Context: an optimization exercise on an open-source flow, tuned for small area and a short achievable clock period. The choices shown serve that exercise and are no tape-out recipe.
The RTL was checked by simulation tests, not by an equivalence proof against the original design.
Power figures rest on the tool's default switching activity, not on a simulated workload.

## sparc_exu_alu
module sparc_exu_alu
(
   alu_byp_rd_data_e, exu_ifu_brpc_e, exu_lsu_ldst_va_e,
   exu_lsu_early_va_e, exu_mmu_early_va_e, alu_ecl_add_n64_e,
   alu_ecl_add_n32_e, alu_ecl_log_n64_e, alu_ecl_log_n32_e,
   alu_ecl_zhigh_e, alu_ecl_zlow_e, exu_ifu_regz_e,
   alu_ecl_adderin2_63_e, alu_ecl_adderin2_31_e,
   alu_ecl_adder_out_63_e, alu_ecl_cout32_e, alu_ecl_cout64_e_l,
   alu_ecl_mem_addr_invalid_e_l,
   cen, rclk, byp_alu_rs1_data_e, byp_alu_rs2_data_e_l,
   byp_alu_rs3_data_e, byp_alu_rcc_data_e, ecl_alu_cin_e,
   ifu_exu_invert_d, ecl_alu_log_sel_and_e, ecl_alu_log_sel_or_e,
   ecl_alu_log_sel_xor_e, ecl_alu_log_sel_move_e,
   ecl_alu_out_sel_sum_e_l, ecl_alu_out_sel_rs3_e_l,
   ecl_alu_out_sel_shift_e_l, ecl_alu_out_sel_logic_e_l,
   shft_alu_shift_out_e, ecl_alu_sethi_inst_e, ifu_lsu_casa_e
   );
   input cen;
   input rclk;
   input [63:0] byp_alu_rs1_data_e;
   input [63:0] byp_alu_rs2_data_e_l;
   input [63:0] byp_alu_rs3_data_e;
   input [63:0] byp_alu_rcc_data_e;
   input        ecl_alu_cin_e;
   input        ifu_exu_invert_d;
   input        ecl_alu_log_sel_and_e;
   input        ecl_alu_log_sel_or_e;
   input        ecl_alu_log_sel_xor_e;
   input        ecl_alu_log_sel_move_e;
   input        ecl_alu_out_sel_sum_e_l;
   input        ecl_alu_out_sel_rs3_e_l;
   input        ecl_alu_out_sel_shift_e_l;
   input        ecl_alu_out_sel_logic_e_l;
   input [63:0] shft_alu_shift_out_e;
   input        ecl_alu_sethi_inst_e;
   input        ifu_lsu_casa_e;
   output [63:0] alu_byp_rd_data_e;
   output [47:0] exu_ifu_brpc_e;
   output [47:0] exu_lsu_ldst_va_e;
   output [10:3] exu_lsu_early_va_e;
   output [7:0]  exu_mmu_early_va_e;
   output        alu_ecl_add_n64_e;
   output        alu_ecl_add_n32_e;
   output        alu_ecl_log_n64_e;
   output        alu_ecl_log_n32_e;
   output        alu_ecl_zhigh_e;
   output        alu_ecl_zlow_e;
   output        exu_ifu_regz_e;
   output        alu_ecl_adderin2_63_e;
   output        alu_ecl_adderin2_31_e;
   output        alu_ecl_adder_out_63_e;
   output        alu_ecl_cout32_e;
   output        alu_ecl_cout64_e_l;
   output        alu_ecl_mem_addr_invalid_e_l;
   wire [63:0] a = byp_alu_rs1_data_e;
   wire [63:0] rs2 = ~byp_alu_rs2_data_e_l;
   wire        cin = ecl_alu_cin_e;
   reg invert_e;
  ...
Size: ~1300 cells after synthesis, ~0.011 mm^2 of cells after synthesis.
export LEC_CHECK = 0
export CAP_MARGIN = 20
export CORE_MARGIN = 2
export CORE_UTILIZATION = 40
export SETUP_SLACK_MARGIN = 3.4
export SLEW_MARGIN = 20
export SYNTH_HIERARCHICAL = 1
create_clock -name core_clock -period 9.0 [get_ports {rclk}]
standard.sh (not shown) runs the stock make flow with config.mk's settings and CLKGATE_MAP_FILE= SYNTH_SCRIPT=/design/flow/synth_recipe.tcl, a recipe that flattens the netlist after the stock synthesis.
==> flow/flow/run.sh <==
#!/bin/bash
# The standard layout (standard.sh), with the smallest buffer (buf_1) on
# every port and these extra ORFS settings: 
set -euo pipefail
export BUFFER_PORTS_ARGS="-buffer_cell sky130_fd_sc_hd__buf_1"
bash standard.sh  finish > standard_flow.log 2>&1
The first run finished clean.
Edit:
==> flow/flow/run.sh (replaced) <==
#!/bin/bash
# The standard layout (standard.sh) with these changes:
#  - the smallest buffer (buf_1) on every port;
#  - in a copy of ORFS's scripts folder, synthesis maps the adder's carry
#    network (module alu_carry) with ABC script flow/abc_fast.script and the
#    rest with flow/abc.script (patch_synth.py edits synth.tcl to do so).
# Extra ORFS settings: 
# Each ORFS step writes its full log under orfs/logs/; make's output goes to
# standard_flow.log.
set -euo pipefail
rm -rf scripts_abc
cp -r "$FLOW_HOME/scripts" scripts_abc
cp flow/abc.script scripts_abc/abc_speed.script
cp flow/abc_fast.script scripts_abc/abc_fast.script
python3 flow/patch_synth.py scripts_abc/synth.tcl
export BUFFER_PORTS_ARGS="-buffer_cell sky130_fd_sc_hd__buf_1"
bash standard.sh SCRIPTS_DIR="$PWD/scripts_abc"  finish > standard_flow.log 2>&1
==> flow/flow/abc.script (new file) <==
&get -n
&st
&syn2
&dch -f
&nf -p -R 10
&put
buffer -c
topo
stime -c
dnsize -c
==> flow/flow/abc_fast.script (new file) <==
strash
dch
map -B 0.9
topo
stime -c
buffer -c
upsize -c
dnsize -c
==> flow/flow/patch_synth.py (new file) <==
"""Patch a copy of ORFS's synth.tcl: map module alu_carry with
abc_fast.script, and the rest of the design with the usual ABC script."""
import sys
p = sys.argv[1]
s = open(p).read()
old = '  log_cmd abc {*}$abc_args\n'
assert s.count(old) == 1, "synth.tcl: abc call not found"
new = '''  set fast_args [lreplace $abc_args 1 1 $::env(SCRIPTS_DIR)/abc_fast.script]
  if {[llength [tee -q -s result.string select -list-mod alu_carry]]} {
    log_cmd abc {*}$fast_args alu_carry
    log_cmd abc {*}$abc_args * alu_carry %d
  } else {
    log_cmd abc {*}$abc_args
  }
'''
open(p, 'w').write(s.replace(old, new))
SETUP_SLACK_MARGIN = 3.0   (was 3.4)
The new run completed without violations.
Fmax came out higher by 2.1%.
Wire length decreases by 11%.
Register-to-register slack is better by 910 ps.
Hold slack degrades by 8.2 ps.
Global-route usage fell by 3.5 points.
Via count falls by 4.3%.

== v13 ==
Another version of the RTL of sparc_exu_alu (not shown whole).
Size: roughly 1200 cells after synthesis, roughly 520 I/O pins, roughly 0.0090 sq mm of cells after synthesis.
==> flow/design.v (excerpt) <==
module sparc_exu_alu
(
   alu_byp_rd_data_e, exu_ifu_brpc_e, exu_lsu_ldst_va_e,
   exu_lsu_early_va_e, exu_mmu_early_va_e, alu_ecl_add_n64_e,
   alu_ecl_add_n32_e, alu_ecl_log_n64_e, alu_ecl_log_n32_e,
   alu_ecl_zhigh_e, alu_ecl_zlow_e, exu_ifu_regz_e,
   alu_ecl_adderin2_63_e, alu_ecl_adderin2_31_e,
   alu_ecl_adder_out_63_e, alu_ecl_cout32_e, alu_ecl_cout64_e_l,
   alu_ecl_mem_addr_invalid_e_l,
   cen, rclk, byp_alu_rs1_data_e, byp_alu_rs2_data_e_l,
   byp_alu_rs3_data_e, byp_alu_rcc_data_e, ecl_alu_cin_e,
   ifu_exu_invert_d, ecl_alu_log_sel_and_e, ecl_alu_log_sel_or_e,
   ecl_alu_log_sel_xor_e, ecl_alu_log_sel_move_e,
   ecl_alu_out_sel_sum_e_l, ecl_alu_out_sel_rs3_e_l,
   ecl_alu_out_sel_shift_e_l, ecl_alu_out_sel_logic_e_l,
   shft_alu_shift_out_e, ecl_alu_sethi_inst_e, ifu_lsu_casa_e
   );
   input cen;
   input rclk;
   input [63:0] byp_alu_rs1_data_e;
   input [63:0] byp_alu_rs2_data_e_l;
   input [63:0] byp_alu_rs3_data_e;
   input [63:0] byp_alu_rcc_data_e;
   input        ecl_alu_cin_e;
   input        ifu_exu_invert_d;
   input        ecl_alu_log_sel_and_e;
   input        ecl_alu_log_sel_or_e;
   input        ecl_alu_log_sel_xor_e;
   input        ecl_alu_log_sel_move_e;
   input        ecl_alu_out_sel_sum_e_l;
  ...
clock: 9.0 ns
lec_check: 0
cap_margin: 20
core_margin: 2
core_utilization: 40
cts_buf_list: sky130_fd_sc_hd__clkbuf_8
cts_cluster_diameter: 250
cts_cluster_size: 60
setup_slack_margin: 2.85
slew_margin: 20
synth_hierarchical: 1
==> flow/flow/run.sh <==
#!/bin/bash
# The standard layout (standard.sh) with two changes:
#  - the smallest buffer (buf_1) on every port;
#  - synthesis maps with ABC script flow/abc.script (in a copy of ORFS's
#    scripts folder, where it replaces abc_speed.script).
# Extra ORFS settings: 'CTS_ARGS=-sink_clustering_enable -repair_clock_nets -sink_clustering_size 60 -sink_clustering_max_diameter 250 -buf_list sky130_fd_sc_hd__clkbuf_8 -dont_use_dummy_load'
# Each ORFS step writes its full log under orfs/logs/; make's output goes to
# standard_flow.log.
set -euo pipefail
rm -rf scripts_abc
cp -r "$FLOW_HOME/scripts" scripts_abc
cp flow/abc.script scripts_abc/abc_speed.script
export BUFFER_PORTS_ARGS="-buffer_cell sky130_fd_sc_hd__buf_1"
bash standard.sh SCRIPTS_DIR="$PWD/scripts_abc" 'CTS_ARGS=-sink_clustering_enable -repair_clock_nets -sink_clustering_size 60 -sink_clustering_max_diameter 250 -buf_list sky130_fd_sc_hd__clkbuf_8 -dont_use_dummy_load' finish > standard_flow.log 2>&1
==> flow/flow/abc.script <==
&get -n
&st
&syn2
&dch -f
&nf -p -R 10
&put
topo
stime -c
dnsize -c
v13 went all the way through the flow, and no timing, DRC or antenna check failed.
Inputs modified between v13 and v19:
- CTS_CLUSTER_SIZE now 30, was 60
- CTS_CLUSTER_DIAMETER now 100, was 250
- SETUP_SLACK_MARGIN now 2.7, was 2.85
==> flow/flow/run.sh <==
#!/bin/bash
# The standard layout (standard.sh) with two changes:
#  - the smallest buffer (buf_1) on every port;
#  - synthesis maps with ABC script flow/abc.script (in a copy of ORFS's
#    scripts folder, where it replaces abc_speed.script).
# Extra ORFS settings: 'CTS_ARGS=-sink_clustering_enable -repair_clock_nets -sink_clustering_size 30 -sink_clustering_max_diameter 100 -buf_list sky130_fd_sc_hd__clkbuf_8 -dont_use_dummy_load'
# Each ORFS step writes its full log under orfs/logs/; make's output goes to
# standard_flow.log.
set -euo pipefail
rm -rf scripts_abc
cp -r "$FLOW_HOME/scripts" scripts_abc
cp flow/abc.script scripts_abc/abc_speed.script
export BUFFER_PORTS_ARGS="-buffer_cell sky130_fd_sc_hd__buf_1"
bash standard.sh SCRIPTS_DIR="$PWD/scripts_abc" 'CTS_ARGS=-sink_clustering_enable -repair_clock_nets -sink_clustering_size 30 -sink_clustering_max_diameter 100 -buf_list sky130_fd_sc_hd__clkbuf_8 -dont_use_dummy_load' finish > standard_flow.log 2>&1
Findings:
Buffer share of cell area delta (v19 -> v13): insignificant
v19 and v13 ended up with roughly the same sequential share of layout area.
v19 does better than v13 on first-iteration DRC count.
Final cell area: v19 below v13
Taking v13 as the reference point, the layout cell share with drive strength beyond 1 of v19 falls by 0.54 points.
In the tables for v13 and v19, maximum VDD drop reads higher with v13.
~same routed wire length in v13 and v19
Changes in v59 relative to v19:
- SETUP_SLACK_MARGIN changed from 2.7 to 2.85
- GPL_ROUTABILITY_DRIVEN newly set to 0
Notes after the runs:
- Compared with v19, v59 shows a lower fraction of area in registers.
- From v19 to v59 the numbers moved as follows: global-route total usage across every layer shows a reduction of 0.76 points, leakage component of the power shows an increase of about 1.6%, total routed wirelength shows a reduction of 1.8%.
- The higher met2 global-route usage of v19 and v59 is in v19.
- On v59: hold slack is 0.013 ns lower than what v19 gave.
- The run with more setup slack is v59; v19 has less.
- Power grows slightly when moving from v19 to v59.
- Changes observed in v59 relative to v19: clock network contribution to total cell area neither gained nor lost much, share of power burned in combinational logic increased 0.3 points.
> inputs changed (v59 -> v27)
- PLACE_DENSITY now 0.75, previously not set
- SETUP_SLACK_MARGIN now 2.95, was 2.85
- GPL_ROUTABILITY_DRIVEN no longer set, was 0
--- a/flow/flow/run.sh
+++ b/flow/flow/run.sh
@@ -1,6 +1,7 @@
 #!/bin/bash
-# The standard layout (standard.sh) with two changes:
+# The standard layout (standard.sh) with these changes:
 #  - the smallest buffer (buf_1) on every port;
-#  - synthesis maps with ABC script flow/abc.script (in a copy of ORFS's
-#    scripts folder, where it replaces abc_speed.script).
+#  - in a copy of ORFS's scripts folder, synthesis maps the adder's carry
+#    network (module alu_carry) with ABC script flow/abc_fast.script and the
+#    rest with flow/abc.script (patch_synth.py edits synth.tcl to do so).
 # Extra ORFS settings: 'CTS_ARGS=-sink_clustering_enable -repair_clock_nets -sink_clustering_size 30 -sink_clustering_max_diameter 100 -buf_list sky130_fd_sc_hd__clkbuf_8 -dont_use_dummy_load'
@@ -12,2 +13,4 @@
 cp flow/abc.script scripts_abc/abc_speed.script
+cp flow/abc_fast.script scripts_abc/abc_fast.script
+python3 flow/patch_synth.py scripts_abc/synth.tcl
 export BUFFER_PORTS_ARGS="-buffer_cell sky130_fd_sc_hd__buf_1"
==> flow/flow/abc_fast.script (new file) <==
&get -n
&st
&syn2
&dch -f
&nf -p -R 10
&put
buffer -c
topo
stime -c
upsize -c
dnsize -c
==> flow/flow/patch_synth.py (new file) <==
"""Patch a copy of ORFS's synth.tcl: map module alu_carry with
abc_fast.script, and the rest of the design with the usual ABC script."""
import sys
p = sys.argv[1]
s = open(p).read()
old = '  log_cmd abc {*}$abc_args\n'
assert s.count(old) == 1, "synth.tcl: abc call not found"
new = '''  set fast_args [lreplace $abc_args 1 1 $::env(SCRIPTS_DIR)/abc_fast.script]
  if {[llength [tee -q -s result.string select -list-mod alu_carry]]} {
    log_cmd abc {*}$fast_args alu_carry
    log_cmd abc {*}$abc_args * alu_carry %d
  } else {
    log_cmd abc {*}$abc_args
  }
'''
open(p, 'w').write(s.replace(old, new))
[summary]
v27 ends up with a met3 routing resource usage after global routing that is 0.62 points lower than in v59. v27 vs. v59: shortest clock period the worst path allows after layout decreased 0.062 ns; detailed-route vias per instance increased 2.5%; wire length increased 2300 um; final area essentially unchanged; critical path depth increased 2. Delta (v27 minus v59): clock network fraction of total power about even; area of the die rose about 0.8%. Comparing v59 against v27, there is no change at all in setup-violating endpoint count in the final report.
[inputs] v37 vs v27
- a change of SLEW_MARGIN from 20 to 5
- a change of SETUP_SLACK_MARGIN from 2.95 to 2.85
- a change of CAP_MARGIN from 20 to 5
- a deleted PLACE_DENSITY that had been 0.75
==> flow/flow/run.sh <==
#!/bin/bash
# The standard layout (standard.sh) with two changes:
#  - the smallest buffer (buf_1) on every port;
#  - synthesis maps with ABC script flow/abc.script (in a copy of ORFS's
#    scripts folder, where it replaces abc_speed.script).
# Extra ORFS settings: 'CTS_ARGS=-sink_clustering_enable -repair_clock_nets -sink_clustering_size 30 -sink_clustering_max_diameter 100 -buf_list sky130_fd_sc_hd__clkbuf_8 -dont_use_dummy_load'
# Each ORFS step writes its full log under orfs/logs/; make's output goes to
# standard_flow.log.
set -euo pipefail
rm -rf scripts_abc
cp -r "$FLOW_HOME/scripts" scripts_abc
cp flow/abc.script scripts_abc/abc_speed.script
export BUFFER_PORTS_ARGS="-buffer_cell sky130_fd_sc_hd__buf_1"
bash standard.sh SCRIPTS_DIR="$PWD/scripts_abc" 'CTS_ARGS=-sink_clustering_enable -repair_clock_nets -sink_clustering_size 30 -sink_clustering_max_diameter 100 -buf_list sky130_fd_sc_hd__clkbuf_8 -dont_use_dummy_load' finish > standard_flow.log 2>&1
removed: flow/flow/abc_fast.script
removed: flow/flow/patch_synth.py
--- outcome ---
- Between v27 and v37, the flow reports maximum frequency decreasing slightly.
- Lower combinational cell fraction of total power was reported by v37, not v27.
- Comparing v37 and v27, the lower power was measured on v37.
- sky130_fd_sc_hd__nor2_1 as the slowest cell on the critical path was reported by v27, and sky130_fd_sc_hd__nor4_1 by v37.
- v37 vs v27 — arrival time at the worst endpoint rose 0.02 ns.

==> re-timing with driven ports <==
In the flow no input, the clock included, has a driving cell. The finished layouts below were timed again as built, in two steps. Step 1, drivers: a clkbuf_16 drives rclk and a buf_2 each remaining input, both assumed. Step 2 times the ports against the registers' clock, not the clock port: input delays grow and output delays shrink by t, the midpoint of the rising clock arrivals with the driver on. Slacks: ideal ports / drivers / drivers and shift; pairs: ideal ports / drivers.
| run | t (ns) | slack for setup (ns) | hold WS [ns] | worst data-port slew with drivers (ns) |
|---|---|---|---|---|
| the first run of note 1 | 0.388 | 2.927 / 2.897 / 2.897 | 1.263 / 1.263 / 1.263 | 0.11 |
| the second run of note 1 | 0.389 | 3.051 / 3.029 / 3.029 | 1.255 / 1.255 / 1.255 | 0.09 |
| v13 | 0.408 | 3.017 / 2.996 / 2.996 | 1.271 / 1.271 / 1.271 | 0.14 |
| v19 | 0.408 | 2.845 / 2.824 / 2.824 | 1.271 / 1.271 / 1.271 | 0.13 |
| v59 | 0.407 | 2.975 / 2.951 / 2.951 | 1.259 / 1.259 / 1.259 | 0.12 |
| v27 | 0.416 | 3.037 / 3.005 / 3.005 | 1.423 / 1.423 / 1.423 | 0.12 |
| v37 | 0.408 | 3.017 / 2.996 / 2.996 | 1.271 / 1.271 / 1.271 | 0.14 |
After both steps every run listed still meets setup and hold. The setup slack of v27, which loses most, moves by -0.032 ns with the drivers and by -0.032 ns with both steps.
